Source: an optimization exercise on an open RTL-to-GDS flow (aim: small area and a short achievable clock period). Production flows keep margins and buffers that such runs may drop. RTL that was checked went through simulation tests only; none was proved equivalent to the original. Function not checked in run 1: the RTL went through the layout flow alone.

==> flow/design.v, too long to show whole: its modules and the start of the top module <==
// module float_larger: 6 lines
// module add_float: 50 lines
// module sub_float: 39 lines
// module Multiply: 395 lines
// module Multiply_one_minus: 435 lines
// module fa: 6 lines
// module resize_datapath: 32 lines
module resize_datapath (
  clk,
  reset_n,
  enable,
  data_in1,
  data_in2,
  scale,
  data_out
);
  // ...
==> flow/flow/run.sh <==
#!/bin/bash
# Own layout flow: the standard flow, except that the layout steps may not
# use the delay cells (so that the port buffers are plain buffers). The
# platform's own don't-use cells stay don't-use.
set -euo pipefail
W=$(pwd)
bash standard.sh synth > "$W/flow_synth.log" 2>&1
DONT="sky130_fd_sc_hd__clkdlybuf4s15_1 sky130_fd_sc_hd__clkdlybuf4s15_2 sky130_fd_sc_hd__clkdlybuf4s18_1 sky130_fd_sc_hd__clkdlybuf4s18_2 sky130_fd_sc_hd__clkdlybuf4s25_1 sky130_fd_sc_hd__clkdlybuf4s25_2 sky130_fd_sc_hd__clkdlybuf4s50_1 sky130_fd_sc_hd__clkdlybuf4s50_2 sky130_fd_sc_hd__dlygate4sd1_1 sky130_fd_sc_hd__dlygate4sd2_1 sky130_fd_sc_hd__dlygate4sd3_1 sky130_fd_sc_hd__dlymetal6s2s_1 sky130_fd_sc_hd__dlymetal6s4s_1 sky130_fd_sc_hd__dlymetal6s6s_1"
DONT="$DONT $(sed -n '/^export DONT_USE_CELLS/,/^[^ ]/p' "$FLOW_HOME/platforms/sky130hd/config.mk" | grep -o 'sky130_fd_sc_hd__[A-Za-z0-9_]*' | tr '\n' ' ')"
bash standard.sh "DONT_USE_CELLS=$DONT" SETUP_SLACK_MARGIN=7 finish > "$W/flow_finish.log" 2>&1
==> flow/standard.sh <==
#!/bin/bash
# synth_recipe.tcl (not shown) runs the flow's synth.tcl, then flattens the netlist and writes it again
# the make line also repeats each setting of config.mk as NAME=value (left out here)
make -C /OpenROAD-flow-scripts/flow DESIGN_CONFIG=/design/flow/config.mk WORK_HOME=/design/flow/orfs CLKGATE_MAP_FILE= SYNTH_SCRIPT=/design/flow/synth_recipe.tcl "${@:-finish}"
==> flow/config.mk <==
export PLATFORM = sky130hd
export DESIGN_NAME = resize_datapath
export DESIGN_NICKNAME = resize_datapath
export VERILOG_FILES = /design/flow/design.v
export SDC_FILE = /design/flow/constraint.sdc
export NUM_CORES = 4
export LEC_CHECK = 0
export ABC_AREA = 1
export CAP_MARGIN = 20
export CORE_MARGIN = 2
export CORE_UTILIZATION = 40
export PLACE_DENSITY = 0.6
export SETUP_SLACK_MARGIN = 5
export SLEW_MARGIN = 20
export SYNTH_HIERARCHICAL = 1
export SYNTH_MINIMUM_KEEP_SIZE = 0
==> flow/constraint.sdc <==
create_clock -name core_clock -period 25.0 [get_ports {clk}]
set_input_delay 5.0000 -clock core_clock [delete_from_list [all_inputs] [get_ports {clk}]]
set_output_delay 5.0000 -clock core_clock [all_outputs]
set_load 0.01 [all_outputs]
==> flow_results.org, run 1 <==
** Logic synthesis
- In this run the cell area of the synthesized design comes to 13,200 µm².
- Distinct cells, synth :: between 50 and 60
- Synthesis Warnings :: 9
- Share of synthesized cell area in full adder, half adder and majority cells :: 39.9%

** Cells and area
- Synthesis-to-layout area growth :: 5.61%
- Flip-flop and latch share of the layout cell area :: 2.87%
- Fraction of standard cell area in multi-input logic :: 82.1%
- Non-clock buffering takes up under 10% of total cell area after layout.
- The non-clock inverters instantiated in the layout total between 200 and 300.
- Largest registers ranked by flip-flop count :: data_out (16)
- N_diodes :: 1
- The design has 16 sequential cells.

** Setup path
- Following the worst setup path forward leads to its endpoint at data_out[14].
- Among all stages on the critical path, the largest delay is contributed by fa_1.
- Family with the most delay on the worst path :: adder cells
- The most numerous cell type found on the critical path is nand2_1.

** Route
- Total wirelength of the detailed-routed design :: 35.4 mm
- ANT nets after route :: 0

** GRT
- Maximum number of pins on one net before global-route repair :: 24
- The number of antenna violations at the first check in global routing came to 1.
- Overflow left after global routing :: 0

** Hold path
- The path with the worst hold slack has its endpoint at data_out[8].

** Clock tree
- The root buffer cell chosen for the clock tree is clkbuf_16.
- H-tree levels :: 1
- Worst-Skew Late Latency :: 0.24 ns

** Placed design
- Number of buffers inserted by port buffering :: 66

** Timing
- Final Hold Violating Endpoints :: 0
- Setup total negative slack on the finished layout was measured at 0 ns.
- Setup violations remaining at the end of the flow were counted as 0.

** Floorplan
- The floorplan has 66 rows.

** Run status
- Run status :: no timing/DRC/antenna violations
==> module add_float, before the edit <==
module add_float (za, sa, pa, ha, ma, zb, sb, pb, hb, mb, c);
  input        za, sa, ha, zb, sb, hb;
  input  [4:0] pa, pb;
  input  [9:0] ma, mb;
  output [15:0] c;
  wire        s1 = ~za & sa;
  wire        s2 = ~zb & sb;
  wire        h1 = ~za & ha;
  wire        h2 = ~zb & hb;
  wire [4:0]  p1 = za ? 5'd0 : pa;
  wire [4:0]  p2 = zb ? 5'd0 : pb;
  wire [9:0]  m1 = za ? 10'd0 : ma;
  wire [9:0]  m2 = zb ? 10'd0 : mb;
  wire [4:0]  e1 = p1 + {4'd0, h1};
  wire [4:0]  e2 = p2 + {4'd0, h2};
  wire l;
  float_larger fl (.sa(s1), .ea(e1), .sb(s2), .eb(e2), .isLarger(l));
  wire        sx = l ? s1 : s2;
  wire        sy = l ? s2 : s1;
  wire [4:0]  ex = l ? e1 : e2;
  wire [9:0]  mx = l ? m1 : m2;
  wire [10:0] ya = align({1'b1, m2}, e1 - e2);    
  wire [10:0] yb = align({1'b1, m1}, e2 - e1);    
  wire [10:0] ys = l ? ya : yb;
  wire [11:0] s = ({2'b01, mx} ^ {12{sx}}) + ({1'b0, ys} ^ {12{sy}})
                  + {10'd0, sx, sy & ~sx};
  reg  [3:0]  lz;
  integer i;
  always @* begin
    lz = 4'd0;
    for (i = 0; i <= 10; i = i + 1)
      if (s[i]) lz = 4'd10 - i[3:0];
  end
  wire [10:0] sn = s[10:0] << lz;
  wire zero = (s == 12'd0);
  assign c[15]    = sx;
  assign c[14:10] = s[11] ? ex + 5'd1 :
                    zero  ? 5'd0 : ex - {1'b0, lz};
  assign c[9:0]   = s[11] ? 10'd0 : sn[9:0];
  function [10:0] align(input [10:0] mm, input [4:0] sh);
    reg [10:0] t;
    begin
      t = sh[0] ? {1'd0, mm[10:1]} : mm;
      t = sh[1] ? {2'd0, t[10:2]} : t;
      t = sh[2] ? {4'd0, t[10:4]} : t;
      t = sh[3] ? {8'd0, t[10:8]} : t;
      align = sh[4] ? 11'd0 : t;
    end
  endfunction
endmodule
==> module Multiply, before the edit <==
module Multiply (a, b, z, s, ep, h, m);
  input  [15:0] a, b;
  output        z;       
  output        s;       
  output [4:0]  ep;      
  output        h;       
  output [9:0]  m;       
  wire [9:0] an = ~a[9:0];
  wire [9:0] bn = ~b[9:0];
  wire pn0_0 = ~(a[0] & b[0]);
  wire pn0_1 = ~(a[0] & b[1]);
  wire pn0_2 = ~(a[0] & b[2]);
  wire pn0_3 = ~(a[0] & b[3]);
  wire pn0_4 = ~(a[0] & b[4]);
  wire pn0_5 = ~(a[0] & b[5]);
  wire pn0_6 = ~(a[0] & b[6]);
  wire pn0_7 = ~(a[0] & b[7]);
  wire pn0_8 = ~(a[0] & b[8]);
  wire pn0_9 = ~(a[0] & b[9]);
  wire pn1_0 = ~(a[1] & b[0]);
  wire pn1_1 = ~(a[1] & b[1]);
  wire pn1_2 = ~(a[1] & b[2]);
  wire pn1_3 = ~(a[1] & b[3]);
  wire pn1_4 = ~(a[1] & b[4]);
  wire pn1_5 = ~(a[1] & b[5]);
  wire pn1_6 = ~(a[1] & b[6]);
  wire pn1_7 = ~(a[1] & b[7]);
  wire pn1_8 = ~(a[1] & b[8]);
  wire pn1_9 = ~(a[1] & b[9]);
  wire pn2_0 = ~(a[2] & b[0]);
  wire pn2_1 = ~(a[2] & b[1]);
  wire pn2_2 = ~(a[2] & b[2]);
  wire pn2_3 = ~(a[2] & b[3]);
  wire pn2_4 = ~(a[2] & b[4]);
  wire pn2_5 = ~(a[2] & b[5]);
  wire pn2_6 = ~(a[2] & b[6]);
  wire pn2_7 = ~(a[2] & b[7]);
  wire pn2_8 = ~(a[2] & b[8]);
  wire pn2_9 = ~(a[2] & b[9]);
  wire pn3_0 = ~(a[3] & b[0]);
  wire pn3_1 = ~(a[3] & b[1]);
  wire pn3_2 = ~(a[3] & b[2]);
  wire pn3_3 = ~(a[3] & b[3]);
  wire pn3_4 = ~(a[3] & b[4]);
  wire pn3_5 = ~(a[3] & b[5]);
  wire pn3_6 = ~(a[3] & b[6]);
  wire pn3_7 = ~(a[3] & b[7]);
  wire pn3_8 = ~(a[3] & b[8]);
  wire pn3_9 = ~(a[3] & b[9]);
  wire pn4_0 = ~(a[4] & b[0]);
  wire pn4_1 = ~(a[4] & b[1]);
  wire pn4_2 = ~(a[4] & b[2]);
  wire pn4_3 = ~(a[4] & b[3]);
  wire pn4_4 = ~(a[4] & b[4]);
  wire pn4_5 = ~(a[4] & b[5]);
  wire pn4_6 = ~(a[4] & b[6]);
  wire pn4_7 = ~(a[4] & b[7]);
  wire pn4_8 = ~(a[4] & b[8]);
  wire pn4_9 = ~(a[4] & b[9]);
  wire pn5_0 = ~(a[5] & b[0]);
  wire pn5_1 = ~(a[5] & b[1]);
  wire pn5_2 = ~(a[5] & b[2]);
  wire pn5_3 = ~(a[5] & b[3]);
  wire pn5_4 = ~(a[5] & b[4]);
  wire pn5_5 = ~(a[5] & b[5]);
  wire pn5_6 = ~(a[5] & b[6]);
  wire pn5_7 = ~(a[5] & b[7]);
  wire pn5_8 = ~(a[5] & b[8]);
  wire pn5_9 = ~(a[5] & b[9]);
  wire pn6_0 = ~(a[6] & b[0]);
  wire pn6_1 = ~(a[6] & b[1]);
  wire pn6_2 = ~(a[6] & b[2]);
  wire pn6_3 = ~(a[6] & b[3]);
  wire pn6_4 = ~(a[6] & b[4]);
  wire pn6_5 = ~(a[6] & b[5]);
  wire pn6_6 = ~(a[6] & b[6]);
  wire pn6_7 = ~(a[6] & b[7]);
  wire pn6_8 = ~(a[6] & b[8]);
  wire pn6_9 = ~(a[6] & b[9]);
  wire pn7_0 = ~(a[7] & b[0]);
  wire pn7_1 = ~(a[7] & b[1]);
  wire pn7_2 = ~(a[7] & b[2]);
  wire pn7_3 = ~(a[7] & b[3]);
  wire pn7_4 = ~(a[7] & b[4]);
  wire pn7_5 = ~(a[7] & b[5]);
  wire pn7_6 = ~(a[7] & b[6]);
  wire pn7_7 = ~(a[7] & b[7]);
  wire pn7_8 = ~(a[7] & b[8]);
  wire pn7_9 = ~(a[7] & b[9]);
  wire pn8_0 = ~(a[8] & b[0]);
  wire pn8_1 = ~(a[8] & b[1]);
  wire pn8_2 = ~(a[8] & b[2]);
  wire pn8_3 = ~(a[8] & b[3]);
  wire pn8_4 = ~(a[8] & b[4]);
  wire pn8_5 = ~(a[8] & b[5]);
  wire pn8_6 = ~(a[8] & b[6]);
  wire pn8_7 = ~(a[8] & b[7]);
  wire pn8_8 = ~(a[8] & b[8]);
  wire pn8_9 = ~(a[8] & b[9]);
  wire pn9_0 = ~(a[9] & b[0]);
  wire pn9_1 = ~(a[9] & b[1]);
  wire pn9_2 = ~(a[9] & b[2]);
  wire pn9_3 = ~(a[9] & b[3]);
  wire pn9_4 = ~(a[9] & b[4]);
  wire pn9_5 = ~(a[9] & b[5]);
  wire pn9_6 = ~(a[9] & b[6]);
  wire pn9_7 = ~(a[9] & b[7]);
  wire pn9_8 = ~(a[9] & b[8]);
  wire pn9_9 = ~(a[9] & b[9]);
  wire s0, c0;
  fa u0 (.a(pn0_9), .b(pn1_8), .c(1'b1), .s(s0), .co(c0));
  wire s1, c1;
  fa u1 (.a(pn1_9), .b(pn2_8), .c(pn3_7), .s(s1), .co(c1));
  wire s2, c2;
  fa u2 (.a(pn4_6), .b(pn5_5), .c(1'b1), .s(s2), .co(c2));
  wire s3, c3;
  fa u3 (.a(pn2_9), .b(pn3_8), .c(pn4_7), .s(s3), .co(c3));
  wire s4, c4;
  fa u4 (.a(pn5_6), .b(pn6_5), .c(1'b1), .s(s4), .co(c4));
  wire s5, c5;
  fa u5 (.a(pn3_9), .b(pn4_8), .c(pn5_7), .s(s5), .co(c5));
  wire s6, c6;
  fa u6 (.a(pn0_6), .b(pn1_5), .c(1'b1), .s(s6), .co(c6));
  wire s7, c7;
  fa u7 (.a(pn0_7), .b(pn1_6), .c(pn2_5), .s(s7), .co(c7));
  wire s8, c8;
  fa u8 (.a(pn3_4), .b(pn4_3), .c(1'b1), .s(s8), .co(c8));
  wire s9, c9;
  fa u9 (.a(pn0_8), .b(pn1_7), .c(pn2_6), .s(s9), .co(c9));
  wire s10, c10;
  fa u10 (.a(pn3_5), .b(pn4_4), .c(pn5_3), .s(s10), .co(c10));
  wire s11, c11;
  fa u11 (.a(pn6_2), .b(pn7_1), .c(1'b1), .s(s11), .co(c11));
  wire s12, c12;
  fa u12 (.a(s0), .b(pn2_7), .c(pn3_6), .s(s12), .co(c12));
  wire s13, c13;
  fa u13 (.a(pn4_5), .b(pn5_4), .c(pn6_3), .s(s13), .co(c13));
  wire s14, c14;
  fa u14 (.a(pn7_2), .b(pn8_1), .c(pn9_0), .s(s14), .co(c14));
  wire s15, c15;
  fa u15 (.a(c0), .b(s1), .c(s2), .s(s15), .co(c15));
  wire s16, c16;
  fa u16 (.a(pn6_4), .b(pn7_3), .c(pn8_2), .s(s16), .co(c16));
  wire s17, c17;
  fa u17 (.a(pn9_1), .b(an[0]), .c(bn[0]), .s(s17), .co(c17));
  wire s18, c18;
  fa u18 (.a(c1), .b(c2), .c(s3), .s(s18), .co(c18));
  wire s19, c19;
  fa u19 (.a(s4), .b(pn7_4), .c(pn8_3), .s(s19), .co(c19));
  wire s20, c20;
  fa u20 (.a(pn9_2), .b(an[1]), .c(bn[1]), .s(s20), .co(c20));
  wire s21, c21;
  fa u21 (.a(c3), .b(c4), .c(s5), .s(s21), .co(c21));
  wire s22, c22;
  fa u22 (.a(pn6_6), .b(pn7_5), .c(pn8_4), .s(s22), .co(c22));
  wire s23, c23;
  fa u23 (.a(pn9_3), .b(an[2]), .c(bn[2]), .s(s23), .co(c23));
  wire s24, c24;
  fa u24 (.a(c5), .b(pn4_9), .c(pn5_8), .s(s24), .co(c24));
  wire s25, c25;
  fa u25 (.a(pn6_7), .b(pn7_6), .c(pn8_5), .s(s25), .co(c25));
  wire s26, c26;
  fa u26 (.a(pn9_4), .b(an[3]), .c(bn[3]), .s(s26), .co(c26));
  wire s27, c27;
  fa u27 (.a(pn5_9), .b(pn6_8), .c(pn7_7), .s(s27), .co(c27));
  wire s28, c28;
  fa u28 (.a(pn8_6), .b(pn9_5), .c(an[4]), .s(s28), .co(c28));
  wire s29, c29;
  fa u29 (.a(pn6_9), .b(pn7_8), .c(pn8_7), .s(s29), .co(c29));
  wire s30, c30;
  fa u30 (.a(pn0_4), .b(pn1_3), .c(1'b1), .s(s30), .co(c30));
  wire s31, c31;
  fa u31 (.a(pn0_5), .b(pn1_4), .c(pn2_3), .s(s31), .co(c31));
  wire s32, c32;
  fa u32 (.a(pn3_2), .b(pn4_1), .c(1'b1), .s(s32), .co(c32));
  wire s33, c33;
  fa u33 (.a(s6), .b(pn2_4), .c(pn3_3), .s(s33), .co(c33));
  wire s34, c34;
  fa u34 (.a(pn4_2), .b(pn5_1), .c(pn6_0), .s(s34), .co(c34));
  wire s35, c35;
  fa u35 (.a(c6), .b(s7), .c(s8), .s(s35), .co(c35));
  wire s36, c36;
  fa u36 (.a(pn5_2), .b(pn6_1), .c(pn7_0), .s(s36), .co(c36));
  wire s37, c37;
  fa u37 (.a(c7), .b(c8), .c(s9), .s(s37), .co(c37));
  wire s38, c38;
  fa u38 (.a(s10), .b(s11), .c(pn8_0), .s(s38), .co(c38));
  wire s39, c39;
  fa u39 (.a(c9), .b(c10), .c(c11), .s(s39), .co(c39));
  wire s40, c40;
  fa u40 (.a(s12), .b(s13), .c(s14), .s(s40), .co(c40));
  wire s41, c41;
  fa u41 (.a(c12), .b(c13), .c(c14), .s(s41), .co(c41));
  wire s42, c42;
  fa u42 (.a(s15), .b(s16), .c(s17), .s(s42), .co(c42));
  wire s43, c43;
  fa u43 (.a(c15), .b(c16), .c(c17), .s(s43), .co(c43));
  wire s44, c44;
  fa u44 (.a(s18), .b(s19), .c(s20), .s(s44), .co(c44));
  wire s45, c45;
  fa u45 (.a(c18), .b(c19), .c(c20), .s(s45), .co(c45));
  wire s46, c46;
  fa u46 (.a(s21), .b(s22), .c(s23), .s(s46), .co(c46));
  wire s47, c47;
  fa u47 (.a(c21), .b(c22), .c(c23), .s(s47), .co(c47));
  wire s48, c48;
  fa u48 (.a(s24), .b(s25), .c(s26), .s(s48), .co(c48));
  wire s49, c49;
  fa u49 (.a(c24), .b(c25), .c(c26), .s(s49), .co(c49));
  wire s50, c50;
  fa u50 (.a(s27), .b(s28), .c(bn[4]), .s(s50), .co(c50));
  wire s51, c51;
  fa u51 (.a(c27), .b(c28), .c(s29), .s(s51), .co(c51));
  wire s52, c52;
  fa u52 (.a(pn9_6), .b(an[5]), .c(bn[5]), .s(s52), .co(c52));
  wire s53, c53;
  fa u53 (.a(c29), .b(pn7_9), .c(pn8_8), .s(s53), .co(c53));
  wire s54, c54;
  fa u54 (.a(pn9_7), .b(an[6]), .c(bn[6]), .s(s54), .co(c54));
  wire s55, c55;
  fa u55 (.a(pn8_9), .b(pn9_8), .c(an[7]), .s(s55), .co(c55));
  wire s56, c56;
  fa u56 (.a(pn0_3), .b(pn1_2), .c(1'b1), .s(s56), .co(c56));
  wire s57, c57;
  fa u57 (.a(s30), .b(pn2_2), .c(pn3_1), .s(s57), .co(c57));
  wire s58, c58;
  fa u58 (.a(c30), .b(s31), .c(s32), .s(s58), .co(c58));
  wire s59, c59;
  fa u59 (.a(c31), .b(c32), .c(s33), .s(s59), .co(c59));
  wire s60, c60;
  fa u60 (.a(c33), .b(c34), .c(s35), .s(s60), .co(c60));
  wire s61, c61;
  fa u61 (.a(c35), .b(c36), .c(s37), .s(s61), .co(c61));
  wire s62, c62;
  fa u62 (.a(c37), .b(c38), .c(s39), .s(s62), .co(c62));
  wire s63, c63;
  fa u63 (.a(c39), .b(c40), .c(s41), .s(s63), .co(c63));
  wire s64, c64;
  fa u64 (.a(c41), .b(c42), .c(s43), .s(s64), .co(c64));
  wire s65, c65;
  fa u65 (.a(c43), .b(c44), .c(s45), .s(s65), .co(c65));
  wire s66, c66;
  fa u66 (.a(c45), .b(c46), .c(s47), .s(s66), .co(c66));
  wire s67, c67;
  fa u67 (.a(c47), .b(c48), .c(s49), .s(s67), .co(c67));
  wire s68, c68;
  fa u68 (.a(c49), .b(c50), .c(s51), .s(s68), .co(c68));
  wire s69, c69;
  fa u69 (.a(c51), .b(c52), .c(s53), .s(s69), .co(c69));
  wire s70, c70;
  fa u70 (.a(c53), .b(c54), .c(s55), .s(s70), .co(c70));
  wire s71, c71;
  fa u71 (.a(c55), .b(pn9_9), .c(an[8]), .s(s71), .co(c71));
  wire s72, c72;
  fa u72 (.a(pn0_2), .b(pn1_1), .c(1'b1), .s(s72), .co(c72));
  wire s73, c73;
  fa u73 (.a(s56), .b(pn2_1), .c(pn3_0), .s(s73), .co(c73));
  wire s74, c74;
  fa u74 (.a(c56), .b(s57), .c(pn4_0), .s(s74), .co(c74));
  wire s75, c75;
  fa u75 (.a(c57), .b(s58), .c(pn5_0), .s(s75), .co(c75));
  wire s76, c76;
  fa u76 (.a(c58), .b(s59), .c(s34), .s(s76), .co(c76));
  wire s77, c77;
  fa u77 (.a(c59), .b(s60), .c(s36), .s(s77), .co(c77));
  wire s78, c78;
  fa u78 (.a(c60), .b(s61), .c(s38), .s(s78), .co(c78));
  wire s79, c79;
  fa u79 (.a(c61), .b(s62), .c(s40), .s(s79), .co(c79));
  wire s80, c80;
  fa u80 (.a(c62), .b(s63), .c(s42), .s(s80), .co(c80));
  wire s81, c81;
  fa u81 (.a(c63), .b(s64), .c(s44), .s(s81), .co(c81));
  wire s82, c82;
  fa u82 (.a(c64), .b(s65), .c(s46), .s(s82), .co(c82));
  wire s83, c83;
  fa u83 (.a(c65), .b(s66), .c(s48), .s(s83), .co(c83));
  wire s84, c84;
  fa u84 (.a(c66), .b(s67), .c(s50), .s(s84), .co(c84));
  wire s85, c85;
  fa u85 (.a(c67), .b(s68), .c(s52), .s(s85), .co(c85));
  wire s86, c86;
  fa u86 (.a(c68), .b(s69), .c(s54), .s(s86), .co(c86));
  wire s87, c87;
  fa u87 (.a(c69), .b(s70), .c(bn[7]), .s(s87), .co(c87));
  wire s88, c88;
  fa u88 (.a(c70), .b(s71), .c(bn[8]), .s(s88), .co(c88));
  wire s89, c89;
  fa u89 (.a(c71), .b(an[9]), .c(bn[9]), .s(s89), .co(c89));
  wire [21:0] ran = {1'b1, c89, c88, c87, c86, c85, c84, c83, c82, c81, c80, c79, c78, c77, c76, c75, c74, c73, c72, s72, pn0_1, pn0_0};
  wire [21:0] rbn = {1'b1, 1'b0, s89, s88, s87, s86, s85, s84, s83, s82, s81, s80, s79, s78, s77, s76, s75, s74, s73, pn2_0, pn1_0, 1'b1};
  wire [21:0] g0 = ~(ran | rbn);
  wire [21:0] p0 = ~(ran & rbn);
  wire [21:0] x0 = ran ^ rbn;
  wire G_1 = g0[1] | (p0[1] & g0[0]);
  wire P_1 = p0[1] & p0[0];
  wire G_2 = g0[3] | (p0[3] & g0[2]);
  wire P_2 = p0[3] & p0[2];
  wire G_3 = g0[5] | (p0[5] & g0[4]);
  wire P_3 = p0[5] & p0[4];
  wire G_4 = g0[7] | (p0[7] & g0[6]);
  wire P_4 = p0[7] & p0[6];
  wire G_5 = g0[9] | (p0[9] & g0[8]);
  wire P_5 = p0[9] & p0[8];
  wire G_6 = g0[11] | (p0[11] & g0[10]);
  wire P_6 = p0[11] & p0[10];
  wire G_7 = g0[13] | (p0[13] & g0[12]);
  wire P_7 = p0[13] & p0[12];
  wire G_8 = g0[15] | (p0[15] & g0[14]);
  wire P_8 = p0[15] & p0[14];
  wire G_9 = g0[17] | (p0[17] & g0[16]);
  wire P_9 = p0[17] & p0[16];
  wire G_10 = g0[19] | (p0[19] & g0[18]);
  wire P_10 = p0[19] & p0[18];
  wire G_11 = g0[21] | (p0[21] & g0[20]);
  wire P_11 = p0[21] & p0[20];
  wire G_12 = G_2 | (P_2 & G_1);
  wire P_12 = P_2 & P_1;
  wire G_13 = G_4 | (P_4 & G_3);
  wire P_13 = P_4 & P_3;
  wire G_14 = G_6 | (P_6 & G_5);
  wire P_14 = P_6 & P_5;
  wire G_15 = G_8 | (P_8 & G_7);
  wire P_15 = P_8 & P_7;
  wire G_16 = G_10 | (P_10 & G_9);
  wire P_16 = P_10 & P_9;
  wire G_17 = G_13 | (P_13 & G_12);
  wire P_17 = P_13 & P_12;
  wire G_18 = G_15 | (P_15 & G_14);
  wire P_18 = P_15 & P_14;
  wire G_19 = G_18 | (P_18 & G_17);
  wire P_19 = P_18 & P_17;
  wire G_20 = G_14 | (P_14 & G_17);
  wire P_20 = P_14 & P_17;
  wire G_21 = G_16 | (P_16 & G_19);
  wire P_21 = P_16 & P_19;
  wire G_22 = G_3 | (P_3 & G_12);
  wire P_22 = P_3 & P_12;
  wire G_23 = G_5 | (P_5 & G_17);
  wire P_23 = P_5 & P_17;
  wire G_24 = G_7 | (P_7 & G_20);
  wire P_24 = P_7 & P_20;
  wire G_25 = G_9 | (P_9 & G_19);
  wire P_25 = P_9 & P_19;
  wire G_26 = G_11 | (P_11 & G_21);
  wire P_26 = P_11 & P_21;
  wire G_27 = g0[2] | (p0[2] & G_1);
  wire P_27 = p0[2] & P_1;
  wire G_28 = g0[4] | (p0[4] & G_12);
  wire P_28 = p0[4] & P_12;
  wire G_29 = g0[6] | (p0[6] & G_22);
  wire P_29 = p0[6] & P_22;
  wire G_30 = g0[8] | (p0[8] & G_17);
  wire P_30 = p0[8] & P_17;
  wire G_31 = g0[10] | (p0[10] & G_23);
  wire P_31 = p0[10] & P_23;
  wire G_32 = g0[12] | (p0[12] & G_20);
  wire P_32 = p0[12] & P_20;
  wire G_33 = g0[14] | (p0[14] & G_24);
  wire P_33 = p0[14] & P_24;
  wire G_34 = g0[16] | (p0[16] & G_19);
  wire P_34 = p0[16] & P_19;
  wire G_35 = g0[18] | (p0[18] & G_25);
  wire P_35 = p0[18] & P_25;
  wire G_36 = g0[20] | (p0[20] & G_21);
  wire P_36 = p0[20] & P_21;
  wire [21:0] t;
  assign t[0] = x0[0];
  assign t[1] = x0[1] ^ g0[0];
  assign t[2] = x0[2] ^ G_1;
  assign t[3] = x0[3] ^ G_27;
  assign t[4] = x0[4] ^ G_12;
  assign t[5] = x0[5] ^ G_28;
  assign t[6] = x0[6] ^ G_22;
  assign t[7] = x0[7] ^ G_29;
  assign t[8] = x0[8] ^ G_17;
  assign t[9] = x0[9] ^ G_30;
  assign t[10] = x0[10] ^ G_23;
  assign t[11] = x0[11] ^ G_31;
  assign t[12] = x0[12] ^ G_20;
  assign t[13] = x0[13] ^ G_32;
  assign t[14] = x0[14] ^ G_24;
  assign t[15] = x0[15] ^ G_33;
  assign t[16] = x0[16] ^ G_19;
  assign t[17] = x0[17] ^ G_34;
  assign t[18] = x0[18] ^ G_25;
  assign t[19] = x0[19] ^ G_35;
  assign t[20] = x0[20] ^ G_21;
  assign t[21] = x0[21] ^ G_36;
  assign h  = t[21];
  assign m  = h ? t[20:11] : t[19:10];
  assign ep = a[14:10] + b[14:10] + 5'd17;    
  assign s  = a[15] ^ b[15];
  assign z  = (a == 16'd0) | (b == 16'd0);
endmodule
==> run 2, diff against run 1 <==
--- a/flow/design.v
+++ b/flow/design.v
@@ -20,19 +20,20 @@
   wire [4:0]  e1 = p1 + {4'd0, h1};
   wire [4:0]  e2 = p2 + {4'd0, h2};
   wire l;
   float_larger fl (.sa(s1), .ea(e1), .sb(s2), .eb(e2), .isLarger(l));
   wire        sx = l ? s1 : s2;
   wire        sy = l ? s2 : s1;
   wire [4:0]  ex = l ? e1 : e2;
   wire [9:0]  mx = l ? m1 : m2;
-  wire [10:0] ya = align({1'b1, m2}, e1 - e2);    
-  wire [10:0] yb = align({1'b1, m1}, e2 - e1);    
-  wire [10:0] ys = l ? ya : yb;
+  wire [9:0]  my = l ? m2 : m1;
+  wire [4:0]  da = e1 - e2;
+  wire [4:0]  db = e2 - e1;
+  wire [10:0] ys = align({1'b1, my}, l ? da : db);
   wire [11:0] s = ({2'b01, mx} ^ {12{sx}}) + ({1'b0, ys} ^ {12{sy}})
                   + {10'd0, sx, sy & ~sx};
   reg  [3:0]  lz;
   integer i;
   always @* begin
     lz = 4'd0;
     for (i = 0; i <= 10; i = i + 1)
       if (s[i]) lz = 4'd10 - i[3:0];
@@ -198,39 +199,45 @@
   wire pn9_3 = ~(a[9] & b[3]);
   wire pn9_4 = ~(a[9] & b[4]);
   wire pn9_5 = ~(a[9] & b[5]);
   wire pn9_6 = ~(a[9] & b[6]);
   wire pn9_7 = ~(a[9] & b[7]);
   wire pn9_8 = ~(a[9] & b[8]);
   wire pn9_9 = ~(a[9] & b[9]);
   wire s0, c0;
-  fa u0 (.a(pn0_9), .b(pn1_8), .c(1'b1), .s(s0), .co(c0));
+  assign s0 = ~(pn0_9 ^ pn1_8);
+  assign c0 = pn0_9 | pn1_8;
   wire s1, c1;
   fa u1 (.a(pn1_9), .b(pn2_8), .c(pn3_7), .s(s1), .co(c1));
   wire s2, c2;
-  fa u2 (.a(pn4_6), .b(pn5_5), .c(1'b1), .s(s2), .co(c2));
+  assign s2 = ~(pn4_6 ^ pn5_5);
+  assign c2 = pn4_6 | pn5_5;
   wire s3, c3;
   fa u3 (.a(pn2_9), .b(pn3_8), .c(pn4_7), .s(s3), .co(c3));
   wire s4, c4;
-  fa u4 (.a(pn5_6), .b(pn6_5), .c(1'b1), .s(s4), .co(c4));
+  assign s4 = ~(pn5_6 ^ pn6_5);
+  assign c4 = pn5_6 | pn6_5;
   wire s5, c5;
   fa u5 (.a(pn3_9), .b(pn4_8), .c(pn5_7), .s(s5), .co(c5));
   wire s6, c6;
-  fa u6 (.a(pn0_6), .b(pn1_5), .c(1'b1), .s(s6), .co(c6));
+  assign s6 = ~(pn0_6 ^ pn1_5);
+  assign c6 = pn0_6 | pn1_5;
   wire s7, c7;
   fa u7 (.a(pn0_7), .b(pn1_6), .c(pn2_5), .s(s7), .co(c7));
   wire s8, c8;
-  fa u8 (.a(pn3_4), .b(pn4_3), .c(1'b1), .s(s8), .co(c8));
+  assign s8 = ~(pn3_4 ^ pn4_3);
+  assign c8 = pn3_4 | pn4_3;
   wire s9, c9;
   fa u9 (.a(pn0_8), .b(pn1_7), .c(pn2_6), .s(s9), .co(c9));
   wire s10, c10;
   fa u10 (.a(pn3_5), .b(pn4_4), .c(pn5_3), .s(s10), .co(c10));
   wire s11, c11;
-  fa u11 (.a(pn6_2), .b(pn7_1), .c(1'b1), .s(s11), .co(c11));
+  assign s11 = ~(pn6_2 ^ pn7_1);
+  assign c11 = pn6_2 | pn7_1;
   wire s12, c12;
   fa u12 (.a(s0), .b(pn2_7), .c(pn3_6), .s(s12), .co(c12));
   wire s13, c13;
   fa u13 (.a(pn4_5), .b(pn5_4), .c(pn6_3), .s(s13), .co(c13));
   wire s14, c14;
   fa u14 (.a(pn7_2), .b(pn8_1), .c(pn9_0), .s(s14), .co(c14));
   wire s15, c15;
   fa u15 (.a(c0), .b(s1), .c(s2), .s(s15), .co(c15));
@@ -258,21 +265,23 @@
   fa u26 (.a(pn9_4), .b(an[3]), .c(bn[3]), .s(s26), .co(c26));
   wire s27, c27;
   fa u27 (.a(pn5_9), .b(pn6_8), .c(pn7_7), .s(s27), .co(c27));
   wire s28, c28;
   fa u28 (.a(pn8_6), .b(pn9_5), .c(an[4]), .s(s28), .co(c28));
   wire s29, c29;
   fa u29 (.a(pn6_9), .b(pn7_8), .c(pn8_7), .s(s29), .co(c29));
   wire s30, c30;
-  fa u30 (.a(pn0_4), .b(pn1_3), .c(1'b1), .s(s30), .co(c30));
+  assign s30 = ~(pn0_4 ^ pn1_3);
+  assign c30 = pn0_4 | pn1_3;
   wire s31, c31;
   fa u31 (.a(pn0_5), .b(pn1_4), .c(pn2_3), .s(s31), .co(c31));
   wire s32, c32;
-  fa u32 (.a(pn3_2), .b(pn4_1), .c(1'b1), .s(s32), .co(c32));
+  assign s32 = ~(pn3_2 ^ pn4_1);
+  assign c32 = pn3_2 | pn4_1;
   wire s33, c33;
   fa u33 (.a(s6), .b(pn2_4), .c(pn3_3), .s(s33), .co(c33));
   wire s34, c34;
   fa u34 (.a(pn4_2), .b(pn5_1), .c(pn6_0), .s(s34), .co(c34));
   wire s35, c35;
   fa u35 (.a(c6), .b(s7), .c(s8), .s(s35), .co(c35));
   wire s36, c36;
   fa u36 (.a(pn5_2), .b(pn6_1), .c(pn7_0), .s(s36), .co(c36));
@@ -310,17 +319,18 @@
   fa u52 (.a(pn9_6), .b(an[5]), .c(bn[5]), .s(s52), .co(c52));
   wire s53, c53;
   fa u53 (.a(c29), .b(pn7_9), .c(pn8_8), .s(s53), .co(c53));
   wire s54, c54;
   fa u54 (.a(pn9_7), .b(an[6]), .c(bn[6]), .s(s54), .co(c54));
   wire s55, c55;
   fa u55 (.a(pn8_9), .b(pn9_8), .c(an[7]), .s(s55), .co(c55));
   wire s56, c56;
-  fa u56 (.a(pn0_3), .b(pn1_2), .c(1'b1), .s(s56), .co(c56));
+  assign s56 = ~(pn0_3 ^ pn1_2);
+  assign c56 = pn0_3 | pn1_2;
   wire s57, c57;
   fa u57 (.a(s30), .b(pn2_2), .c(pn3_1), .s(s57), .co(c57));
   wire s58, c58;
   fa u58 (.a(c30), .b(s31), .c(s32), .s(s58), .co(c58));
   wire s59, c59;
   fa u59 (.a(c31), .b(c32), .c(s33), .s(s59), .co(c59));
   wire s60, c60;
   fa u60 (.a(c33), .b(c34), .c(s35), .s(s60), .co(c60));
@@ -342,17 +352,18 @@
   fa u68 (.a(c49), .b(c50), .c(s51), .s(s68), .co(c68));
   wire s69, c69;
   fa u69 (.a(c51), .b(c52), .c(s53), .s(s69), .co(c69));
   wire s70, c70;
   fa u70 (.a(c53), .b(c54), .c(s55), .s(s70), .co(c70));
   wire s71, c71;
   fa u71 (.a(c55), .b(pn9_9), .c(an[8]), .s(s71), .co(c71));
   wire s72, c72;
-  fa u72 (.a(pn0_2), .b(pn1_1), .c(1'b1), .s(s72), .co(c72));
+  assign s72 = ~(pn0_2 ^ pn1_1);
+  assign c72 = pn0_2 | pn1_1;
   wire s73, c73;
   fa u73 (.a(s56), .b(pn2_1), .c(pn3_0), .s(s73), .co(c73));
   wire s74, c74;
   fa u74 (.a(c56), .b(s57), .c(pn4_0), .s(s74), .co(c74));
   wire s75, c75;
   fa u75 (.a(c57), .b(s58), .c(pn5_0), .s(s75), .co(c75));
   wire s76, c76;
   fa u76 (.a(c58), .b(s59), .c(s34), .s(s76), .co(c76));
@@ -595,45 +606,51 @@
   wire pn9_3 = ~(a[9] & ~x[3]);
   wire pn9_4 = ~(a[9] & ~x[4]);
   wire pn9_5 = ~(a[9] & ~x[5]);
   wire pn9_6 = ~(a[9] & ~x[6]);
   wire pn9_7 = ~(a[9] & ~x[7]);
   wire pn9_8 = ~(a[9] & ~x[8]);
   wire pn9_9 = ~(a[9] & ~x[9]);
   wire s0, c0;
-  fa u0 (.a(pn0_8), .b(pn1_7), .c(1'b1), .s(s0), .co(c0));
+  assign s0 = ~(pn0_8 ^ pn1_7);
+  assign c0 = pn0_8 | pn1_7;
   wire s1, c1;
   fa u1 (.a(pn0_9), .b(pn1_8), .c(pn2_7), .s(s1), .co(c1));
   wire s2, c2;
-  fa u2 (.a(pn3_6), .b(pn4_5), .c(1'b1), .s(s2), .co(c2));
+  assign s2 = ~(pn3_6 ^ pn4_5);
+  assign c2 = pn3_6 | pn4_5;
   wire s3, c3;
   fa u3 (.a(pn1_9), .b(pn2_8), .c(pn3_7), .s(s3), .co(c3));
   wire s4, c4;
   fa u4 (.a(pn4_6), .b(pn5_5), .c(pn6_4), .s(s4), .co(c4));
   wire s5, c5;
-  fa u5 (.a(pn7_3), .b(pn8_2), .c(1'b1), .s(s5), .co(c5));
+  assign s5 = ~(pn7_3 ^ pn8_2);
+  assign c5 = pn7_3 | pn8_2;
   wire s6, c6;
   fa u6 (.a(pn2_9), .b(pn3_8), .c(pn4_7), .s(s6), .co(c6));
   wire s7, c7;
   fa u7 (.a(pn5_6), .b(pn6_5), .c(pn7_4), .s(s7), .co(c7));
   wire s8, c8;
   fa u8 (.a(pn3_9), .b(pn4_8), .c(pn5_7), .s(s8), .co(c8));
   wire s9, c9;
-  fa u9 (.a(pn0_5), .b(pn1_4), .c(1'b1), .s(s9), .co(c9));
+  assign s9 = ~(pn0_5 ^ pn1_4);
+  assign c9 = pn0_5 | pn1_4;
   wire s10, c10;
   fa u10 (.a(pn0_6), .b(pn1_5), .c(pn2_4), .s(s10), .co(c10));
   wire s11, c11;
-  fa u11 (.a(pn3_3), .b(pn4_2), .c(1'b1), .s(s11), .co(c11));
+  assign s11 = ~(pn3_3 ^ pn4_2);
+  assign c11 = pn3_3 | pn4_2;
   wire s12, c12;
   fa u12 (.a(pn0_7), .b(pn1_6), .c(pn2_5), .s(s12), .co(c12));
   wire s13, c13;
   fa u13 (.a(pn3_4), .b(pn4_3), .c(pn5_2), .s(s13), .co(c13));
   wire s14, c14;
-  fa u14 (.a(pn6_1), .b(pn7_0), .c(1'b1), .s(s14), .co(c14));
+  assign s14 = ~(pn6_1 ^ pn7_0);
+  assign c14 = pn6_1 | pn7_0;
   wire s15, c15;
   fa u15 (.a(s0), .b(pn2_6), .c(pn3_5), .s(s15), .co(c15));
   wire s16, c16;
   fa u16 (.a(pn4_4), .b(pn5_3), .c(pn6_2), .s(s16), .co(c16));
   wire s17, c17;
   fa u17 (.a(pn7_1), .b(pn8_0), .c(an[8]), .s(s17), .co(c17));
   wire s18, c18;
   fa u18 (.a(c0), .b(s1), .c(s2), .s(s18), .co(c18));
@@ -641,17 +658,18 @@
   fa u19 (.a(pn5_4), .b(pn6_3), .c(pn7_2), .s(s19), .co(c19));
   wire s20, c20;
   fa u20 (.a(pn8_1), .b(pn9_0), .c(an[9]), .s(s20), .co(c20));
   wire s21, c21;
   fa u21 (.a(c1), .b(c2), .c(s3), .s(s21), .co(c21));
   wire s22, c22;
   fa u22 (.a(s4), .b(s5), .c(pn9_1), .s(s22), .co(c22));
   wire s23, c23;
-  fa u23 (.a(an[0]), .b(x[0]), .c(1'b0), .s(s23), .co(c23));
+  assign s23 = an[0] ^ x[0];
+  assign c23 = an[0] & x[0];
   wire s24, c24;
   fa u24 (.a(c3), .b(c4), .c(c5), .s(s24), .co(c24));
   wire s25, c25;
   fa u25 (.a(s6), .b(s7), .c(pn8_3), .s(s25), .co(c25));
   wire s26, c26;
   fa u26 (.a(pn9_2), .b(an[1]), .c(x[1]), .s(s26), .co(c26));
   wire s27, c27;
   fa u27 (.a(c6), .b(c7), .c(s8), .s(s27), .co(c27));
@@ -667,21 +685,23 @@
   fa u32 (.a(pn9_4), .b(an[3]), .c(x[3]), .s(s32), .co(c32));
   wire s33, c33;
   fa u33 (.a(pn5_9), .b(pn6_8), .c(pn7_7), .s(s33), .co(c33));
   wire s34, c34;
   fa u34 (.a(pn8_6), .b(pn9_5), .c(an[4]), .s(s34), .co(c34));
   wire s35, c35;
   fa u35 (.a(pn6_9), .b(pn7_8), .c(pn8_7), .s(s35), .co(c35));
   wire s36, c36;
-  fa u36 (.a(pn0_3), .b(pn1_2), .c(1'b1), .s(s36), .co(c36));
+  assign s36 = ~(pn0_3 ^ pn1_2);
+  assign c36 = pn0_3 | pn1_2;
   wire s37, c37;
   fa u37 (.a(pn0_4), .b(pn1_3), .c(pn2_2), .s(s37), .co(c37));
   wire s38, c38;
-  fa u38 (.a(pn3_1), .b(pn4_0), .c(1'b1), .s(s38), .co(c38));
+  assign s38 = ~(pn3_1 ^ pn4_0);
+  assign c38 = pn3_1 | pn4_0;
   wire s39, c39;
   fa u39 (.a(s9), .b(pn2_3), .c(pn3_2), .s(s39), .co(c39));
   wire s40, c40;
   fa u40 (.a(pn4_1), .b(pn5_0), .c(an[5]), .s(s40), .co(c40));
   wire s41, c41;
   fa u41 (.a(c9), .b(s10), .c(s11), .s(s41), .co(c41));
   wire s42, c42;
   fa u42 (.a(pn5_1), .b(pn6_0), .c(an[6]), .s(s42), .co(c42));
@@ -723,17 +743,18 @@
   fa u60 (.a(pn9_6), .b(an[5]), .c(x[5]), .s(s60), .co(c60));
   wire s61, c61;
   fa u61 (.a(c35), .b(pn7_9), .c(pn8_8), .s(s61), .co(c61));
   wire s62, c62;
   fa u62 (.a(pn9_7), .b(an[6]), .c(x[6]), .s(s62), .co(c62));
   wire s63, c63;
   fa u63 (.a(pn8_9), .b(pn9_8), .c(an[7]), .s(s63), .co(c63));
   wire s64, c64;
-  fa u64 (.a(pn0_2), .b(pn1_1), .c(1'b1), .s(s64), .co(c64));
+  assign s64 = ~(pn0_2 ^ pn1_1);
+  assign c64 = pn0_2 | pn1_1;
   wire s65, c65;
   fa u65 (.a(s36), .b(pn2_1), .c(pn3_0), .s(s65), .co(c65));
   wire s66, c66;
   fa u66 (.a(c36), .b(s37), .c(s38), .s(s66), .co(c66));
   wire s67, c67;
   fa u67 (.a(c37), .b(c38), .c(s39), .s(s67), .co(c67));
   wire s68, c68;
   fa u68 (.a(c39), .b(c40), .c(s41), .s(s68), .co(c68));
@@ -757,17 +778,18 @@
   fa u77 (.a(c57), .b(c58), .c(s59), .s(s77), .co(c77));
   wire s78, c78;
   fa u78 (.a(c59), .b(c60), .c(s61), .s(s78), .co(c78));
   wire s79, c79;
   fa u79 (.a(c61), .b(c62), .c(s63), .s(s79), .co(c79));
   wire s80, c80;
   fa u80 (.a(c63), .b(pn9_9), .c(an[8]), .s(s80), .co(c80));
   wire s81, c81;
-  fa u81 (.a(pn0_1), .b(pn1_0), .c(1'b1), .s(s81), .co(c81));
+  assign s81 = ~(pn0_1 ^ pn1_0);
+  assign c81 = pn0_1 | pn1_0;
   wire s82, c82;
   fa u82 (.a(s64), .b(pn2_0), .c(an[2]), .s(s82), .co(c82));
   wire s83, c83;
   fa u83 (.a(c64), .b(s65), .c(an[3]), .s(s83), .co(c83));
   wire s84, c84;
   fa u84 (.a(c65), .b(s66), .c(an[4]), .s(s84), .co(c84));
   wire s85, c85;
   fa u85 (.a(c66), .b(s67), .c(s40), .s(s85), .co(c85));
==> flow/flow/run.sh (replaced) <==
#!/bin/bash
# Own layout flow:
#  1. the standard synthesis (bash standard.sh synth);
#  2. the logic between the registers and the full-adder cells is mapped
#     again by ABC for area (registers and full adders kept as they are);
#  3. the standard layout from the floorplan on, except that the delay
#     cells may not be used (so the port buffers are plain buffers); the
#     platform's own don't-use cells stay don't-use.
# Each tool's output goes to a log file of its own here (flow_*.log).
set -euo pipefail
W=$(pwd)
R=$W/orfs/results/$FLOW_PLATFORM/resize_datapath/base
YOSYS=$FLOW_HOME/../tools/install/yosys/bin/yosys
LIB=$FLOW_HOME/platforms/sky130hd/lib/sky130_fd_sc_hd__tt_025C_1v80.lib

bash standard.sh synth > "$W/flow_synth.log" 2>&1
cp "$R/1_2_yosys.v" "$W/standard_1_2_yosys.v"

DL="sky130_fd_sc_hd__clkdlybuf4s15_1 sky130_fd_sc_hd__clkdlybuf4s15_2 sky130_fd_sc_hd__clkdlybuf4s18_1 sky130_fd_sc_hd__clkdlybuf4s18_2 sky130_fd_sc_hd__clkdlybuf4s25_1 sky130_fd_sc_hd__clkdlybuf4s25_2 sky130_fd_sc_hd__clkdlybuf4s50_1 sky130_fd_sc_hd__clkdlybuf4s50_2 sky130_fd_sc_hd__dlygate4sd1_1 sky130_fd_sc_hd__dlygate4sd2_1 sky130_fd_sc_hd__dlygate4sd3_1 sky130_fd_sc_hd__dlymetal6s2s_1 sky130_fd_sc_hd__dlymetal6s4s_1 sky130_fd_sc_hd__dlymetal6s6s_1"
PLAT=$(sed -n '/^export DONT_USE_CELLS/,/^[^ ]/p' "$FLOW_HOME/platforms/sky130hd/config.mk" | grep -o 'sky130_fd_sc_hd__[A-Za-z0-9_]*' | tr '\n' ' ')
DONT_ALL="$DL $PLAT"
# ABC may not use the don't-use cells, nor the multi-output adder cells
ABC_DONT=$(for c in $DONT_ALL sky130_fd_sc_hd__fa_1 sky130_fd_sc_hd__fa_2 sky130_fd_sc_hd__fa_4 sky130_fd_sc_hd__fah_1 sky130_fd_sc_hd__fahcin_1 sky130_fd_sc_hd__fahcon_1 sky130_fd_sc_hd__ha_1 sky130_fd_sc_hd__ha_2 sky130_fd_sc_hd__ha_4; do printf -- "-dont_use $c "; done)
printf 'set_driving_cell sky130_fd_sc_hd__buf_1\nset_load 5\n' > "$W/resyn.constr"
echo 'strash; dch; map -a; topo; stime -c; upsize -c; dnsize -c' > "$W/resyn.abc"
cat > "$W/resyn.ys" <<EOS
read_liberty -ignore_miss_func $LIB
blackbox sky130_fd_sc_hd__fa_1 sky130_fd_sc_hd__fa_2 sky130_fd_sc_hd__fa_4 sky130_fd_sc_hd__dfrtp_1 sky130_fd_sc_hd__dfrtp_2 sky130_fd_sc_hd__dfrtp_4
read_verilog $W/standard_1_2_yosys.v
hierarchy -top $FLOW_TOP
flatten
opt_clean -purge
abc -liberty $LIB -constr $W/resyn.constr -script $W/resyn.abc $ABC_DONT
opt_clean -purge
hilomap -singleton -hicell sky130_fd_sc_hd__conb_1 HI -locell sky130_fd_sc_hd__conb_1 LO
splitnets
opt_clean -purge
write_verilog -noattr -nohex -nodec $W/resyn.v
EOS
"$YOSYS" -s "$W/resyn.ys" > "$W/flow_resyn.log" 2>&1
# read the new netlist back on its own and check it
"$YOSYS" -p "read_liberty -lib $LIB; read_verilog $W/resyn.v; hierarchy -check -top $FLOW_TOP; check -assert -mapped; stat -liberty $LIB" > "$W/flow_resyn_check.log" 2>&1
cp "$W/resyn.v" "$R/1_2_yosys.v"
touch "$R/1_2_yosys.v"

bash standard.sh "DONT_USE_CELLS=$DONT_ALL" SETUP_SLACK_MARGIN=8 finish > "$W/flow_finish.log" 2>&1
==> run 2 against run 1 <==
Utilization is 6.2 points higher; largest cell class unchanged; fmax rose by 1.9%; clock skew stayed put; register-to-register slack worse by 0.08 ns.
==> flow_results.org, run 2 <==
** Run status
- The run finished with no timing, DRC or antenna violations.

** Setup path
- For this run, the slowest stage of the critical path takes 0.53 ns.
- The critical path starts at scale[2].
- STA classifies the critical path startpoint as an input pin.
- Highest-delay cell along the critical path :: fa_2
- Of all nets on the critical path, the largest fanout is 6.
- Arrival time reported for the critical path endpoint :: roughly 17 ns
- In this design, the largest share of critical-path delay is due to simple AND/OR/NAND/NOR gates.
- In this run the critical register-to-register path is launched from data_out[0].
- Most used cell, CP :: nor2_4
- Crit path capture type :: flip-flop
- CP Buf/Inv Count :: 16
- The critical path is of the in2reg type.
- At the worst endpoint, the required time is 25.12 ns.

** Timing
- The number of pins with negative max-slew slack in the final report is 0.
- # setup viols final :: 0 (unchanged)
- Headroom to the max-slew limit came out at 22.3%.
- RSZ-0062 raised after global routing :: yes
- Timing would allow up to ~60 MHz.
- The setup TNS was 0 ns (unchanged).
- Post-route clock skew :: 0 ns
- The worst path in the final design needs a cycle of 16.60 ns, including I/O delays and setup.
- Of the available clock period, the critical path in the final layout requires 66.4%.
- Transition time of the tightest slew-check pin :: 1.16 ns
- Final Hold Violating Endpoints :: 0 (unchanged)

** Logic synthesis
- Total standard cell area after synthesis :: 10,300 µm² (-22%)
- The total of warnings raised by yosys came to 9 (unchanged).
- Post-Synthesis Mean Instance Area :: 6.82 µm²
- Syn Inst Count :: 1,507

** GRT
- The number of global-route vias before repair was 10,000.
- GRT Util Overall :: 23.8%
- Maximum number of pins on one net before global-route repair :: 22 (-8.3%)
- Antenna violations before repair :: 0 (-1)
- First-pass GRT wire length :: 51.3 mm
- Overflow left after global routing :: 0 (unchanged)

** Clock tree
- The number of clock buffers added by TritonCTS is 3.
- Clock transition at the registers of the reported paths :: about 0.05 ns
- The H-tree depth came to 1 (unchanged).
- CTS tree :: done
- The clock net in this run drives a total of 16 sinks.
- After clock tree synthesis, the flow added hold-fix buffers numbering 0.
- The clock passes through at most 2 buffers.
- Worst-Skew Late Latency :: 0.24 ns (about the same)
- The cell sitting at the root of the clock tree is a clkbuf_16.

** Cells and area
- The register with the most flip-flops in the layout has 16 of them.
- The antenna diode count is 0 (-1).
- For this run, the share of the core covered by cells in the final layout is 49.1%.
- Largest registers ranked by flip-flop count :: data_out (16)
- Of the cells placed in the final design, the portion with a size suffix greater than 1 is between 20% and 30%.
- Register ranked first by flip-flop count :: data_out
- The top cell types in the final layout, fill and taps aside, are 352 x nand2_1, 206 x nor2_1, 168 x fa_1.
- The final layout contains 1,919 nets.
- Leading cell type in the layout, fill and taps excluded :: nand2_1
- Synthesis-to-layout area growth :: 20.2%

** Placed design
- The HPWL after detailed placement is approximately 26 mm.
- Final RePlAce weighted congestion :: 0.926
- Number of buffers inserted by port buffering :: 66 (unchanged)

** Floorplan
- Die Ht :: around 160 µm
- Placement Rows :: 58 (-12%)
- Full die area :: 27,000 µm²
- DIE WIDTH :: between 150 and 200 µm
- Effective utilization at floorplan :: 40.8%
- Core Box Area :: around 25,000 µm²
- Num ports :: 67

** Hold path
- Launch instance of the worst min-delay path :: data_out[6]
- Min-delay worst type :: reg2reg

** Route
- Using the TritonRoute via totals, the vias-per-cell ratio works out to approximately 5.4.
- Count of routing violations after the opening detailed-route iteration :: 770
- Routed wire length per instance :: roughly 16 µm
- ANT nets after route :: 0 (unchanged)
- The routed layout has 10,800 vias.
- The first detailed-routing pass ran for 7 iterations.
- Total wirelength of the detailed-routed design :: 33.1 mm (-6.7%)
- After detailed routing, the number of remaining DRC violations is 0.

** Run
- Max-cap violation count :: 0
-- run 2: metal layers --
layer / GRT usage (%) / wire (µm)
met2: 40.5 / 16000
met5: 0 / 0
met1: 33.5 / 14000
met3: 1.01 / 2130
met4: 5.78 / 980
-- run 2: per-stage QoR --
stage               std cells  hold slack, ns  worst slack (ns)  cell area (µm²)
floorplan                1507           0.517              8.46            10300
global placement         1902           0.467              6.53            10900
detailed placement       1902           0.473              6.37            10900
CTS                      1922           0.490              8.01            11200
global route             2014           0.513              7.74            12400
finish                   2014           0.486              8.40            12400
-- run 2: tightest hold or removal path, cell delays in order, from the launching register on --
cell     delay, ns
dfrtp_1       0.34
nand2_1       0.07
o41ai_2       0.05
-- run 2: layout make-up --
| type | count | area, µm² |
|---|---|---|
| Inverter | 230 | 930 |
| Multi-Input combinational cell | 1260 | 9660 |
| Tap cell | 330 | 413 |
| Timing Repair Buffer | 175 | 887 |
| Fill cell | 2565 | 12800 |
| Clock buffer | 3 | 75.1 |
| Sequential cell | 16 | 400 |
-- run 2: timing repair --
item	in CTS	in global routing
gates cloned	3	2
pin swaps	10	103
setup endpoints to repair	15	15
buffers inserted	14	90
gates resized for setup	30	219
-- run 2: worst paths after layout --
path | slack, ns | to | depth (start not counted)
worst max-delay path | 8.40 | data_out[14] | 84
worst min-delay path | 0.49 | data_out[6] | 2
worst max register to register | 24.31 | data_out[0] | 1
worst min register to register | 0.49 | data_out[6] | 2
max in group asynchronous | 19.63 | data_out[13] | 1
min in group asynchronous | 4.84 | data_out[0] | 1
==> run 3, diff against run 2 <==
--- a/flow/flow/run.sh
+++ b/flow/flow/run.sh
@@ -43,4 +43,4 @@
 cp "$W/resyn.v" "$R/1_2_yosys.v"
 touch "$R/1_2_yosys.v"
 
-bash standard.sh "DONT_USE_CELLS=$DONT_ALL" SETUP_SLACK_MARGIN=8 finish > "$W/flow_finish.log" 2>&1
+bash standard.sh "DONT_USE_CELLS=$DONT_ALL" finish > "$W/flow_finish.log" 2>&1
==> run 3 against run 2 <==
Final area down 11%; synthesized cell count unchanged; sequential share of layout area up 0.40 points; worst hold slack better by 0.0016 ns; utilization down 5.3 points; non-clock buffer count down 104; register-to-register slack about the same; global-route usage down 0.45 points; clock skew unchanged; critical path type unchanged; critical endpoint unchanged.
==> flow_results.org, run 3 <==
** GRT
- Global routing met1 resource utilization :: 33.0% (-0.51 points)
- GR Layer Usage met2 :: 39.4% (-1.1 points)
- The number of antenna violations at the first check in global routing came to 0 (unchanged).
- The number of global-route vias before repair was 9,820 (-2.0%).
- Global route hottest layer :: met2
- The wire length of the first global-routing pass was 50.3 mm (-2.0%).
- The global-route usage over all layers is 23.4% (-0.45 points).
- The largest net degree at the start of global routing was 50 (+130%).
- The met3 global-route usage is 1.11% (+0.10 points).
- Overflow left after global routing :: 0 (unchanged)

** Placed design
- The placer's final routability congestion estimate is 0.926 (unchanged).
- Number of buffers inserted by port buffering :: 66 (unchanged)
- The worst-case setup slack after placement is 6.37 ns (unchanged).
- The estimated wirelength of the detail-placed design came to 25.7 mm (unchanged).

** Run
- The number of maximum-capacitance violations is 0 (unchanged).

** Cells and area
- Leaving out fill and tap cells, the most frequent cell in the layout is nand2_1.
- The ratio of cells with drive above 1 in the final layout is 7.87% (-13 points).
- data_out holds more flip-flops than any other register.
- Number of nets in the finished design :: 1,810 (-5.7%)
- Flip-flop count of the largest register after layout :: 16 (unchanged)
- Largest registers ranked by flip-flop count :: data_out (16)
- From synthesis to final layout, the design area changed by 7.12%.
- Commonest cells after routing, fill and taps aside :: 371 x nand2_1, 243 x nor2_1, 182 x fa_1
- The antenna diode count came to 0 (unchanged).
- The number of inserted filler cells in the final layout came to 2,666 (+3.9%).

** Logic synthesis
- Total standard cell area after synthesis :: 10,300 µm² (unchanged)
- Synthesis Warnings :: 9 (unchanged)
- The per-instance average area after synthesis was 6.82 µm² (unchanged).
- The number of instances in the synthesized netlist came to 1,507 (unchanged).

** Timing
- The number of hold violations in the final report was 0 (unchanged).
- Max Fclk :: 53.8 MHz (-11%)
- Worst setup margin :: 6.40 ns (-2.00 ns)
- Final Max Slew Viols :: 0 (unchanged)
- The slew at the pin with the worst max-slew slack came to 0.881 ns (-0.281 ns).
- The final period demand of the worst path is 18.60 ns (+2.00 ns).
- The fraction of the cycle the final worst path needs came to 74.4% (+8.0 points).
- The final number of setup-violating endpoints was 0 (unchanged).
- Worst relative slew slack :: 41.3% (+19 points)
- The setup TNS came to 0 ns (unchanged).
- RSZ-0062 raised after global routing :: no
- Post-route clock skew :: 0 ns (unchanged)

** Floorplan
- The number of top-level pins was 67 (unchanged).
- The initial cell density of the core is 40.8% (unchanged).
- The core box area was 25,200 µm² (unchanged).
- Placement Rows :: 58 (unchanged)
- Full die area :: 27,000 µm² (unchanged)
- The floorplan die width was 164 µm (unchanged).
- The chip height is 164 µm (unchanged).

** Setup path
- Maximum fanout encountered on the critical timing path :: 49 (+43)
- The worst setup path is launched from an input pin.
- The largest incremental delay on the critical path was 0.54 ns (about the same).
- Highest-delay cell along the critical path :: fa_1
- STA classifies the critical path endpoint as a flip-flop.
- End of the worst register-to-register path :: data_out[12]
- R2R Path Start :: data_out[12]
- The minimum setup slack among reg-to-reg paths was 24.31 ns (about the same).
- The number of cell instances on the worst register-to-register path came to 2 (+1).
- The critical path required time came to 25.12 ns (about the same).
- The worst setup path is of the in2reg kind.
- Counting stages on the worst path, the most repeated cell is nor2_1.
- Arrival time reported for the critical path endpoint :: 18.73 ns (+2.01 ns)

** Route
- The post-route antenna net violation count was 0 (unchanged).
- Average vias per placed instance :: 5.23 (-2.4%)
- The total via count after detailed routing is 9,969 (-7.7%).
- The violation count after the first detailed-route iteration was 755 (-1.9%).
- The final routed wirelength across all metal layers came to 30.4 mm (-8.2%).
- TritonRoute pass-1 iters :: 6 (-1)
- The average wire per cell in the routed design came to 15.9 µm (-3.0%).
- DRC violations left :: 0 (unchanged)

** Clock tree
- The clock network latency to the later pin of the worst-skew pair was 0.24 ns (about the same).
- Hold-fix buffers, CTS :: 0 (unchanged)
- Clock transition at the registers of the reported paths :: 0.05 ns (about the same)
- The total clock buffers created by CTS was 3 (unchanged).
- Number of sinks driven by the clock tree :: 16 (unchanged)
- The maximum buffer depth of the clock tree was 2 (unchanged).
- TritonCTS built the clock tree.
- The count of buffers added by post-CTS timing repair for setup was 0 (-14).
- The tree is rooted in a clkbuf_16.
- H-tree levels :: 1 (unchanged)
- Post-cts sizing count :: 0 (-100%)

** Hold path
- In this run the worst hold path is classified as reg2reg.
- The worst hold path terminates at data_out[6].
- The worst hold path begins at data_out[6].
- The worst hold path cell count is 2 (unchanged).

** Run status
- Run status :: no timing/DRC/antenna violations
==> run 3: cell count changes in the layout (fill, tap and decap cells not counted), moves of 16 or more <==
cell	change
nor2_4	-29
nand2_1	+19
buf_2	-63
buf_1	-16
clkinv_1	+22
nor2_1	+37
==> run 3: metal layers <==
| metal | wire [µm] | up-vias |
|---|---|---|
| li1 | - | 4926 |
| met1 | 13900 | 4704 |
| met2 | 14100 | 283 |
| met3 | 1480 | 56 |
| met4 | 869 | 0 |
| met5 | 0 | - |
==> run 3: metrics by stage <==
| step | instances | utilization (%) | cell area (µm²) | hold WS (ns) |
|---|---|---|---|---|
| after detailed placement | 1902 | 43.5 | 10900 | 0.473 |
| after global placement | 1902 | 43.5 | 10900 | 0.467 |
| after floorplan | 1507 | - | 10300 | 0.517 |
| after CTS | 1905 | 43.7 | 11000 | 0.490 |
| final | 1905 | 43.7 | 11000 | 0.488 |
| after global routing | 1905 | 43.7 | 11000 | 0.513 |
==> run 3: critical path: cells and delay by family <==
kind,cells,cell delay (ns)
buf+inv,17,2.35
fa+ha+maj,8,3.44
xor+xnor,2,0.50
compound gates,21,2.65
simple gates,34,4.77
==> run 3: worst max-delay path by stage <==
| stage | startpoint | to | slack (ns) | cells after the start |
|---|---|---|---|---|
| floorplan | scale[1] | data_out[14] | 8.46 | 85 |
| global placement | scale[9] | data_out[14] | 6.53 | 85 |
| detailed placement | scale[9] | data_out[14] | 6.37 | 85 |
| CTS | scale[9] | data_out[14] | 6.56 | 85 |
| global route | scale[9] | data_out[14] | 5.04 | 86 |
| finish | scale[9] | data_out[14] | 6.40 | 82 |
==> run 3: layout make-up <==
type | instances | area [µm²] | share of cell area [%]
Multi-Input combinational cell | 1255 | 8980 | 81.5
Inverter | 230 | 878 | 7.97
Clock buffer | 3 | 75.1 | 0.681
Sequential cell | 16 | 400 | 3.63
Timing Repair Buffer | 71 | 267 | 2.42
Tap cell | 330 | 413 | 3.75

[port drivers added, routing unchanged]
The results above use ideal ports. As a check the final layouts listed here were re-extracted and re-timed, cells and wires unchanged. Step 1 (the two cells are an assumption about what drives the block):
set clk [get_ports {clk}]
set_driving_cell -lib_cell sky130_fd_sc_hd__clkbuf_16 $clk
set_driving_cell -lib_cell sky130_fd_sc_hd__buf_2 [delete_from_list [all_inputs] $clk]
Step 2 moves the port delays by t, midway between the first and last clock arrival at a register: inputs arrive t later, outputs are due t later. That takes back most of the time a late clock gives input paths. Three values: no drivers, after step 1, after step 2; two values: the first two.
run | t (ns) | setup slack, ns | worst setup path after step 2
run 1 | 0.266 | 8.084 / 8.089 / 7.824 | input to register
run 2 | 0.268 | 8.397 / 8.352 / 8.084 | input to register
run 3 | 0.268 | 6.398 / 6.401 / 6.134 | input to register
After both steps every run listed still meets setup and hold. For run 2, which loses most, drivers alone change the setup slack by -0.045 ns; drivers and shift together by -0.313 ns.
